This is an optimization exercise on Yosys and OpenROAD, whose aim is small area, not a production implementation.
Function was checked by simulation only, so behaviour that the tests miss may differ from the original.
The clock port is modelled as an ideal driver, which makes a skipped or thinned clock tree look cheaper than it is; a real chip needs a root buffer or a tree.
No activity file was given, so power comes from the tool's default toggle rates.

Setup of run E:
==> flow/design.v (excerpt) <==
module todoPID(clk,rst,yactual,referencia,ena2,PWMin);
input clk,rst;
input [8:0]yactual,referencia;
output reg ena2;
output reg [17:0]PWMin;
reg [5:0]  L;
reg [8:0]  H;
reg [17:0] J;       
reg [8:0]  yp;      
wire w = ena2;
wire k8  = ~w & L[3] & ~L[2] & ~L[1] & ~L[0];
wire k12 = ~w & L[3] &  L[2] & ~L[1] & ~L[0];
wire k13 = ~w & L[3] &  L[2] & ~L[1] &  L[0];
wire k16 = ~w & L[4] & ~L[1] & ~L[0];
wire k18 = ~w & L[4] &  L[1];
wire last = w & H[8] & H[7] & H[2] & H[1] & L[5] & L[3] & L[0];  
wire [5:0] Ln;
rca #(6) incl(L, 6'd0, 1'b1, Ln);
wire [8:0] Hn;
rca #(9) inch(H, 9'd0, w & (&L), Hn);
wire [8:0] e;
rca #(9) sub_e(referencia & {9{k8}}, ~yactual & {9{k8}}, k8, e);
wire [11:0] e7;
rca #(12) mul7({e[8],e,3'b0}, ~{{3{e[8]}},e}, 1'b1, e7);
wire [17:0] je;
rca #(18) add_j(J, {{6{e7[11]}},e7}, 1'b0, je);
wire [8:0] nd;
rca #(9) sub_d(~yactual & {9{k12}}, yp, 1'b0, nd);
wire [16:0] Jh = J[17:1];
wire [16:0] pwh;
wire ts1 = Jh[6] ^ H[3];
wire tc2 = Jh[6] & H[3];
wire ts3 = Jh[7] ^ H[4] ^ H[7];
wire tc4 = (Jh[7] & H[4]) | (H[7] & (Jh[7] ^ H[4]));
wire ts5 = Jh[8] ^ H[5] ^ H[8];
wire tc6 = (Jh[8] & H[5]) | (H[8] & (Jh[8] ^ H[5]));
wire ts7 = Jh[3] ^ H[0] ^ H[3];
wire tc8 = (Jh[3] & H[0]) | (H[3] & (Jh[3] ^ H[0]));
wire ts9 = Jh[4] ^ H[1] ^ H[4];
wire tc10 = (Jh[4] & H[1]) | (H[4] & (Jh[4] ^ H[1]));
wire ts11 = yp[1] ^ yp[3];
wire tc12 = yp[1] & yp[3];
wire ts13 = Jh[5] ^ H[2] ^ H[5];
wire tc14 = (Jh[5] & H[2]) | (H[5] & (Jh[5] ^ H[2]));
wire ts15 = yp[2] ^ yp[4] ^ yp[5];
wire tc16 = (yp[2] & yp[4]) | (yp[5] & (yp[2] ^ yp[4]));
wire ts17 = ts1 ^ H[6] ^ yp[0];
wire tc18 = (ts1 & H[6]) | (yp[0] & (ts1 ^ H[6]));
wire ts19 = yp[3] ^ yp[5] ^ yp[6];
wire tc20 = (yp[3] & yp[5]) | (yp[6] & (yp[3] ^ yp[5]));
wire ts21 = ts3 ^ yp[1] ^ yp[4];
wire tc22 = (ts3 & yp[1]) | (yp[4] & (ts3 ^ yp[1]));
wire ts23 = yp[6] ^ yp[7] ^ tc2;
wire tc24 = (yp[6] & yp[7]) | (tc2 & (yp[6] ^ yp[7]));
wire ts25 = ts5 ^ yp[2] ^ yp[5];
wire tc26 = (ts5 & yp[2]) | (yp[5] & (ts5 ^ yp[2]));
wire ts27 = yp[7] ^ yp[8] ^ tc4;
wire tc28 = (yp[7] & yp[8]) | (tc4 & (yp[7] ^ yp[8]));
wire ts29 = Jh[9] ^ H[6] ^ yp[3];
wire tc30 = (Jh[9] & H[6]) | (yp[3] & (Jh[9] ^ H[6]));
wire ts31 = yp[6] ^ yp[8] ^ tc6;
wire tc32 = (yp[6] & yp[8]) | (tc6 & (yp[6] ^ yp[8]));
wire ts33 = Jh[10] ^ H[7] ^ yp[4];
  ...
Size in the first run: roughly 390 cells after synthesis, about 39 I/O pins, about 4500 um2 of cells after synthesis.
==> flow/config.mk <==
export PLATFORM = sky130hd
export DESIGN_NAME = todoPID
export DESIGN_NICKNAME = todoPID
export VERILOG_FILES = /design/flow/design.v
export SDC_FILE = /design/flow/constraint.sdc
export NUM_CORES = 4
export LEC_CHECK = 0
export CAP_MARGIN = 20
export CORE_MARGIN = 2
export CORE_UTILIZATION = 70
export GPL_TIMING_DRIVEN = 0
export SLEW_MARGIN = 20
==> flow/constraint.sdc <==
create_clock -name core_clock -period 10.0 [get_ports {clk}]
set_input_delay 2.0000 -clock core_clock [delete_from_list [all_inputs] [get_ports {clk}]]
set_output_delay 2.0000 -clock core_clock [all_outputs]
set_load 0.01 [all_outputs]
standard.sh (not shown) runs the stock make flow with config.mk's settings and CLKGATE_MAP_FILE= SYNTH_SCRIPT=/design/flow/synth_recipe.tcl, a recipe that flattens the netlist after the stock synthesis.
==> flow/flow/run.sh <==
#!/bin/bash
# Own layout flow: the standard synthesis; then the full adders are used in
# the polarity that needs fewer inverters (flow/fixpol.py) and the plain logic
# around them is re-mapped with ABC (flow/reabc.tcl), twice; then the standard flow's
# standard layout steps, with buf_1 port buffers and a one-level clock tree
# (flow/cts_manual.tcl: the flip-flops split into a few groups by location, one
# clock buffer per group, driven from the clock port).
set -euo pipefail
R=orfs/results/$FLOW_PLATFORM/todoPID/base
export PRE_CTS_TCL="$PWD/flow/cts_manual.tcl"
export MANUAL_CTS_PORT=clk MANUAL_CTS_GROUPS=${MANUAL_CTS_GROUPS:-4} MANUAL_CTS_BUF=${MANUAL_CTS_BUF:-sky130_fd_sc_hd__clkbuf_8}
export BUFFER_PORTS_ARGS="-buffer_cell sky130_fd_sc_hd__buf_1"
bash standard.sh synth > synth.log 2>&1
cp $R/1_2_yosys.v synth_standard.v
YOSYS=yosys
[ -x "$FLOW_HOME/../tools/install/yosys/bin/yosys" ] && YOSYS="$FLOW_HOME/../tools/install/yosys/bin/yosys"
export LIB="$FLOW_HOME/platforms/$FLOW_PLATFORM/lib/sky130_fd_sc_hd__tt_025C_1v80.lib"
export NETLIST="$PWD/$R/1_2_yosys.v"
export DELAY_PS=$(python3 -c "print(int(round(float('$FLOW_PERIOD_NS') * 1000)))")
export DONT_USE="$(make -s -C "$FLOW_HOME" DESIGN_CONFIG="$PWD/config.mk" WORK_HOME="$PWD/orfs" print-DONT_USE_CELLS 2>/dev/null | sed 's/^DONT_USE_CELLS[:=] *//' | tail -1)"
echo "DONT_USE: $DONT_USE" > reabc.log
for pass in 1 2; do
  python3 flow/fixpol.py "$NETLIST" >> fixpol.log 2>&1
  "$YOSYS" -c flow/reabc.tcl >> reabc.log 2>&1
done
cp $R/1_2_yosys.v synth_final.v
rm -f $R/1_synth.odb
bash standard.sh finish > layout.log 2>&1
Other scripts of this flow, unchanged in this note and not shown: flow/flow/cts_manual.tcl, flow/flow/fixpol.py, flow/flow/reabc.tcl
The following lists how run D was set up differently from run E:
-- flow/design.v --
<<< run E, line 33
wire [8:0] Hn;
rca #(9) inch(H, 9'd0, w & (&L), Hn);
wire [8:0] e;
rca #(9) sub_e(referencia & {9{k8}}, ~yactual & {9{k8}}, k8, e);
wire [11:0] e7;
rca #(12) mul7({e[8],e,3'b0}, ~{{3{e[8]}},e}, 1'b1, e7);
wire [17:0] je;
rca #(18) add_j(J, {{6{e7[11]}},e7}, 1'b0, je);
wire [8:0] nd;
rca #(9) sub_d(~yactual & {9{k12}}, yp, 1'b0, nd);
wire [16:0] Jh = J[17:1];
wire [16:0] pwh;
>>> run D, line 33
wire [8:0] Hn;
rca #(9) inch(H, 9'd0, w & (&L), Hn);
wire [8:0] dx;
rca #(9) sub(k8 ? referencia : yp, ~yactual, k8, dx);
wire [8:0] e = dx & {9{k8}};    
wire [8:0] nd = dx;
wire [17:0] ca = {{6{e[8]}},e,3'b0};
wire [17:0] cb = ~{{9{e[8]}},e};
wire [17:0] cs = J ^ ca ^ cb;
wire [17:0] cc = (J & ca) | (cb & (J ^ ca));
wire [17:0] je;
rca #(18) add_j(cs, {cc[16:0],1'b1}, 1'b0, je);
wire [16:0] Jh = J[17:1];
wire [16:0] pwh;
<<< run E, line 175
    if (k18) ena2 <= 1'b1;
  end
  if (k8) H <= {yactual[8], ~yactual[7:0]};
  else if (w) H <= Hn;
  else if (L[4]) H <= 0;
  if (rst) begin
    J <= 18'd219304; yp <= 0; PWMin <= 0;
>>> run D, line 177
    if (k18) ena2 <= 1'b1;
  end
  H <= k8 ? {yactual[8], ~yactual[7:0]} : (Hn & {9{w | ~L[4]}});
  if (rst) begin
    J <= 18'd219304; yp <= 0; PWMin <= 0;
--- outcome ---
Looking at post-layout total power, run D sits 0.43 mW higher than run E does. Against run E, net load switching power in run D came out worse. Re number of rows in the core area: run D is 3.4% down on run E. The lower met3 demand-to-capacity share in global routing of run D and run E is in run E. Compared with run E, in run D post-route clock period utilization now larger; number of buffer and inverter instances along the worst setup path now smaller; routed wire length now smaller; utilization now larger. Compared with run E, run D shows a leakage power that is 12% lower. Changes observed in run D relative to run E: largest driver fanout on the critical path down 1, global router's overall resource usage flat, final cell count down 39.
No run of this note takes its clock network from TritonCTS; it comes from the design's own scripts or RTL.

-- separate check: timing with driven ports --
In the flow no input, the clock included, has a driving cell. The finished layouts below were timed again as built, in two steps. Step 1, drivers: a clkbuf_16 drives clk and a buf_2 each remaining input, both assumed. Step 2 times the ports against the registers' clock, not the clock port: input delays grow and output delays shrink by t, the midpoint of the rising clock arrivals with the driver on. Slacks: ideal ports / drivers / drivers and shift; pairs: ideal ports / drivers.
| run | shift t [ns] | setup WS [ns] | hold WS [ns] | worst setup path at the end | worst slew at a driven data input, ns |
|---|---|---|---|---|---|
| run E | 0.212 | 0.357 / 0.399 / 0.187 | 0.454 / 0.454 / 0.454 | input to register | 0.03 |
| run D | 0.221 | 0.280 / 0.308 / 0.087 | 0.455 / 0.455 / 0.455 | input to register | 0.04 |
After both steps every run listed still meets setup and hold. For run D, which loses most, drivers alone change the setup slack by +0.028 ns; drivers and shift together by -0.193 ns.
